This is an optimization exercise on Yosys and OpenROAD, whose aim is small area, a short achievable clock period and few clock cycles per item, not a production implementation.
The RTL was checked by simulation tests, not by an equivalence proof against the original design.
Power figures rest on the tool's default switching activity, not on a simulated workload.

--- flow/config.mk ---
export PLATFORM = sky130hd
export DESIGN_NAME = sha1_block
export DESIGN_NICKNAME = sha1_block
export VERILOG_FILES = /design/flow/design.v
export SDC_FILE = /design/flow/constraint.sdc
export NUM_CORES = 4
export LEC_CHECK = 0
export CAP_MARGIN = 20
export CORE_MARGIN = 2
export CORE_UTILIZATION = 40
export PLACE_DENSITY = 0.6
export SLEW_MARGIN = 20
--- flow/constraint.sdc ---
create_clock -name core_clock -period 10.0 [get_ports {clk}]
set_input_delay 2.0000 -clock core_clock [delete_from_list [all_inputs] [get_ports {clk}]]
set_output_delay 2.0000 -clock core_clock [all_outputs]
set_load 0.01 [all_outputs]
--- flow/design.v ---
module w_machine (
    input wire clk,
    input wire load,
    input wire [511:0] block,
    output wire [31:0] w);
reg [511:0] state;
assign w = state[511:480];
wire [31:0] w_im3 = state[95:64];
wire [31:0] w_im8 = state[255:224];
wire [31:0] w_im14 = state[447:416];
wire [31:0] w_im16 = state[511:480];
wire [31:0] w_temp = w_im3 ^ w_im8 ^ w_im14 ^ w_im16;
wire [31:0] w_next = {w_temp[30:0], w_temp[31]};
always @(posedge clk)
begin
    if (load)
        state <= block;
    else begin
        state <= {state[479:0], w_next};
    end
end
endmodule
module sha1_round (
    input wire [159:0] context_in,
    input wire [31:0] w,
    input wire [31:0] k,
    input wire [31:0] f,
    output wire [159:0] context_out,
    output wire [31:0] f_next_20,
    output wire [31:0] f_next_40,
    output wire [31:0] f_next_60,
    output wire [31:0] f_next_80);
wire [31:0] a_in = context_in[159:128];
wire [31:0] b_in = context_in[127:96];
wire [31:0] c_in = context_in[95:64];
wire [31:0] d_in = context_in[63:32];
wire [31:0] e_in = context_in[31:0];
wire [31:0] a_out = {a_in[26:0], a_in[31:27]} + f + e_in + k + w;
wire [31:0] b_out = a_in;
wire [31:0] c_out = {b_in[1:0],b_in[31:2]};
wire [31:0] d_out = c_in;
wire [31:0] e_out = d_in;
assign f_next_20 = ((b_out & c_out) | (~b_out & d_out));
assign f_next_40 = (b_out ^ c_out ^ d_out);
assign f_next_60 = ((b_out & c_out) | (b_out & d_out) | (c_out & d_out));
assign f_next_80 = (b_out ^ c_out ^ d_out);
assign context_out = {a_out, b_out, c_out, d_out, e_out};
endmodule
module sha1_block (
    input wire clk,
    input wire start,
    input wire [159:0] context_in,
    input wire [511:0] block,
    output wire done,
    output wire [159:0] context_out);
reg [6:0] round;
reg [159:0] ctx;
wire [159:0] context_next;
assign done = round == 80;
wire [31:0] h0 = context_in[159:128];
wire [31:0] h1 = context_in[127:96];
wire [31:0] h2 = context_in[95:64];
wire [31:0] h3 = context_in[63:32];
wire [31:0] h4 = context_in[31:0];
wire [31:0] a = ctx[159:128];
wire [31:0] b = ctx[127:96];
wire [31:0] c = ctx[95:64];
wire [31:0] d = ctx[63:32];
wire [31:0] e = ctx[31:0];
wire [31:0] w;
wire [31:0] k = (round <= 19) ? 32'h5A827999 :
                (round <= 39) ? 32'h6ED9EBA1 :
                (round <= 59) ? 32'h8F1BBCDC :
                                32'hCA62C1D6;
reg [31:0] f;
wire [31:0] f_zero = ((h1 & h2) | (~h1 & h3));
wire [31:0] f_next_20;
wire [31:0] f_next_40;
wire [31:0] f_next_60;
wire [31:0] f_next_80;
assign context_out = {h0+a, h1+b, h2+c, h3+d, h4+e};
w_machine w_machine (.clk(clk), .load(start), .block(block), .w(w));
sha1_round sha1_round (
    .context_in(ctx),
    .w(w), .k(k), .f(f),
    .context_out(context_next),
    .f_next_20(f_next_20),
    .f_next_40(f_next_40),
    .f_next_60(f_next_60),
    .f_next_80(f_next_80));
always @(posedge clk)
begin
    if (start) begin
        round <= 0;
        ctx <= context_in;
        f <= f_zero;
    end else begin
        round <= (round + 1) % 128;
        ctx <= context_next;
        if (round+1 <= 19)  
            f <= f_next_20;
        else if (round+1 <= 39)
            f <= f_next_40;
        else if (round+1 <= 59)
            f <= f_next_60;
        else
            f <= f_next_80;
    end
end
endmodule
--- flow/run.sh ---
#!/bin/bash
# synth_recipe.tcl (not shown) runs the flow's synth.tcl, then flattens the netlist and writes it again
# the make line also repeats each setting of config.mk as NAME=value (left out here)
make -C /OpenROAD-flow-scripts/flow DESIGN_CONFIG=/design/flow/config.mk WORK_HOME=/design/flow/orfs CLKGATE_MAP_FILE= SYNTH_SCRIPT=/design/flow/synth_recipe.tcl finish
==> reports/metrics.yaml <==
power:
  switching_share_pct: 40.3
  leakagePower_nw: 21.1
  seqPwrFrac_pct: 24.9
  p_int_mw: 8.95
  combPwrFrac_pct: 54.5
  p_per_area_nw_per_um2: 304
  peakVddDrop_mv: 0.183
  clock_power_share_pct: 20.6
  p_sw_mw: 6.04
logic_synthesis:
  ys_seq_area_share_pct: 38.5
  synth_edf_count: 0
  synth-main-ff-cell: "dfxtp_1"
  synth_nets: 4482
  syn_inst: 3490
  yosys_warnings: 2
  yosysUniqueCellTypes: 64
  ys_seq_elements: 711
  synthArstFlopShare_pct: 0
  syn_avg_cell_area_sq_um: 10.6
  netlist_area_sq_um: 36900
cts:
  clkLatencyLatePin_ns: 0.65
  cts_sinks: 711
  clockRootBuffer: "clkbuf_16"
  tritoncts: "yes"
  hold_buffers: 0
  clk_pin_slew_ns: 0.06
  clockBufferDepth: 3
  cts_resized: 0
  cts_buffers: 82
  post-cts-setup-buffers: 0
  htreeDepth: 3
global_route:
  grt.busiest_layer: "met2"
  met1_usage_pct: 33.7
  antenna_found_initial: 50
  grt_usage_pct: 26.7
  grt_pass1_vias: 28700
  grt_max_degree: 163
  grt_first_pass_wirelength_um: 187000
  use_met2_pct: 44.5
  grtUsageMet3_pct: 7.61
  grt-ovfl-total: 0
floorplan:
  die_w_um: 308
  core.rowCount: 111
  initial_core_util_pct: 40.3
  dieArea_sq_um: 94800
  core_sq_um: 91500
  ioPinCount: 835
  fp.dieH_um: 308
run_status:
  run_status: "finished clean"
place:
  dpl-instance-area_sq_um: 46400
  place_inst: 5406
  io_buffers: 834
  hpwl_um: 107000
  place_congestion: 0.935
critical_path:
  arrival_ns: 6.05
  path_class: "input port to output pin"
  endpoint_kind: "output pin"
  crit_fanout: 3
  startpoint_type: "input port"
  cp.required_ns: 8.00
sta:
  setup-tns-final_ns: 0
  rsz0062_at_grt: "false"
  drv_slew: 0
  max-slew-margin-rel_pct: 40.3
  fmax_mhz: 124
  tightest_slew_ns: 0.895
  setup_violations: 0
  finClkSkew_ns: 0.0392
  fin_crit_sh_pct: 80.5
  finalCriticalPeriod_ns: 8.05
  finalHoldViolCount: 0
drt:
  routed_via_density: 5.10
  firstDrtPassIters: 5
  ant_nets: 0
  vias: 28400
  route.detailed.drc: 0
  routedWlPerCell_um: 23.2
  drt_iter0_markers: 1888
  wl_um: 129000
finish:
  final_nets: 5296
  instances_no_fill: 5567
  final_cell_mix: "833 x clkdlybuf4s50_1, 711 x dfxtp_1, 581 x mux2_2"
  fin_util_pct: 53.8
  mostFrequentLayoutCell: "clkdlybuf4s50_1"
  area_delta_synth_final_pct: 33.4
  finalInstanceArea_sq_um: 49300
  num-fill-cells: 8261
  drive_gt1_share_pct: 17.6
worst_hold_path:
  min_path_type: "flop to flop"
job:
  max_cap_violations: 0
critical path: stages:
cell and delay [ns]:
clkdlybuf4s50_1 0.53, ha_1 0.29, inv_1 0.09, fa_1 0.41
nor2b_1 0.19, o2111ai_1 0.21, a21oi_2 0.32, o21ai_0 0.25
o21a_1 0.23, o21ai_0 0.53, a21o_1 0.21, a21oi_1 0.07
xnor2_1 0.15, clkdlybuf4s50_1 0.58
stage by stage:
step | hold slack (ns) | power (mW) | worst slack (ns)
after global placement | 0.435 | 11.9 | 2.01
after CTS | 0.429 | 15.1 | 1.97
after floorplan | 0.434 | 8.99 | 3.63
after global routing | 0.439 | 16.2 | 1.77
final | 0.441 | 15.0 | 1.95
after detailed placement | 0.440 | 11.9 | 1.98
sequential cells by signal, indices dropped and copies added (netlist names):
name	count
round	7
w_machine.state	512
ctx	160
f	32
area by class of cell:
type,count,area (sq um),share of cell area [%]
Multi-Input combinational cell,2400,21200,43.1
Sequential cell,711,14200,28.9
Timing Repair Buffer,847,8490,17.2
Clock buffer,123,2420,4.91
Tap cell,1186,1480,3.01
Inverter,262,983,2.00
Clock inverter,23,365,0.742
Antenna cell,15,37.5,0.0762
worst paths after layout:
check	from	end	slack, ns	depth (start not counted)
max	context_in[32]	context_out[52]	1.95	14
min	w_machine.state[375]	w_machine.state[407]	0.44	1
min reg2reg	w_machine.state[375]	w_machine.state[407]	0.44	1
max reg2reg	ctx[157]	ctx[158]	4.52	17
cells by family after synthesis:
| logic type | share of synthesized area (%) |
|---|---|
| AND/OR/NAND/NOR | 5.68 |
| XOR/XNOR | 6.36 |
| buffers and inverters | 3.99 |
| multiplexers | 21.2 |
| adder cells (fa/ha/maj) | 13.3 |
| flip-flops | 38.5 |
| AO/OA/AOI/OAI | 10.9 |
power by group through the flow:
stage / registers, mW / clock network (mW) / logic [mW]
floorplan: 3.61 / 0 / 5.38
global placement: 3.79 / 0 / 8.09
detailed placement: 3.79 / 0 / 8.13
CTS: 3.73 / 3.16 / 8.18
global route: 3.79 / 3.26 / 9.10
finish: 3.73 / 3.09 / 8.16
synthesized netlist by cell type, drive strengths merged, types with 3 or more instances:
library cell	instances	share of area (%)
ha	195	6.6
o22ai	6	0.10
a221oi	7	0.36
a31oi	7	0.12
xnor2	217	5.1
a211oi	22	0.45
nand2	180	1.8
mux2	581	18
xor2	51	1.2
a21boi	9	0.18
o21ai	179	2.5
or3	8	0.14
o21a	29	0.59
a2111oi	4	0.11
o31ai	7	0.14
and2	5	0.085
nor2b	11	0.19
nor3b	3	0.061
o21bai	21	0.47
fa	123	6.7
nor3	25	0.34
clkbuf	102	1.0
inv	262	2.7
mux2i	129	3.5
buf	12	0.15
a22oi	4	0.081
a21o	85	1.7
o211ai	12	0.24
o211a	6	0.16
nand4	18	0.30
and3	14	0.25
a21oi	211	3.0
dfxtp	711	39
o2111ai	8	0.19
a211o	8	0.19
nand2b	25	0.42
nand3	41	0.56
or4	4	0.12
nor2	128	1.3
per-layer routing:
layer / wire length, um / part of all wire (%)
met5: 293 / 0.23
met4: 2930 / 2.3
met3: 9810 / 7.6
met2: 60900 / 47
met1: 55300 / 43
Testbench counts, summed over its fixed seeds: cycles 31,104, items 384.

[static timing again, ports no longer ideal]
In the flow no input, the clock included, has a driving cell. The finished layout below was timed again as built, in two steps.
Step 1: set_driving_cell puts a clkbuf_16 on clk and a buf_2 on each other input, an assumption about the parent block.
Step 2 moves the port delays by t, midway between the first and last clock arrival at a register: inputs arrive t later, outputs are due t later. That takes back most of the time a late clock gives input paths.
Slacks: ideal ports / drivers / drivers and shift; pairs: ideal ports / drivers.
shift t [ns]: 0.706
slack for setup (ns): 1.951 / 1.922 / 1.922
hold WS [ns]: 0.441 / 0.441 / 0.441
worst register clock-pin slew, ns: 0.06 / 0.06
After both steps setup and hold are still met in this run. For this run, drivers alone change the setup slack by -0.029 ns; drivers and shift together by -0.029 ns.
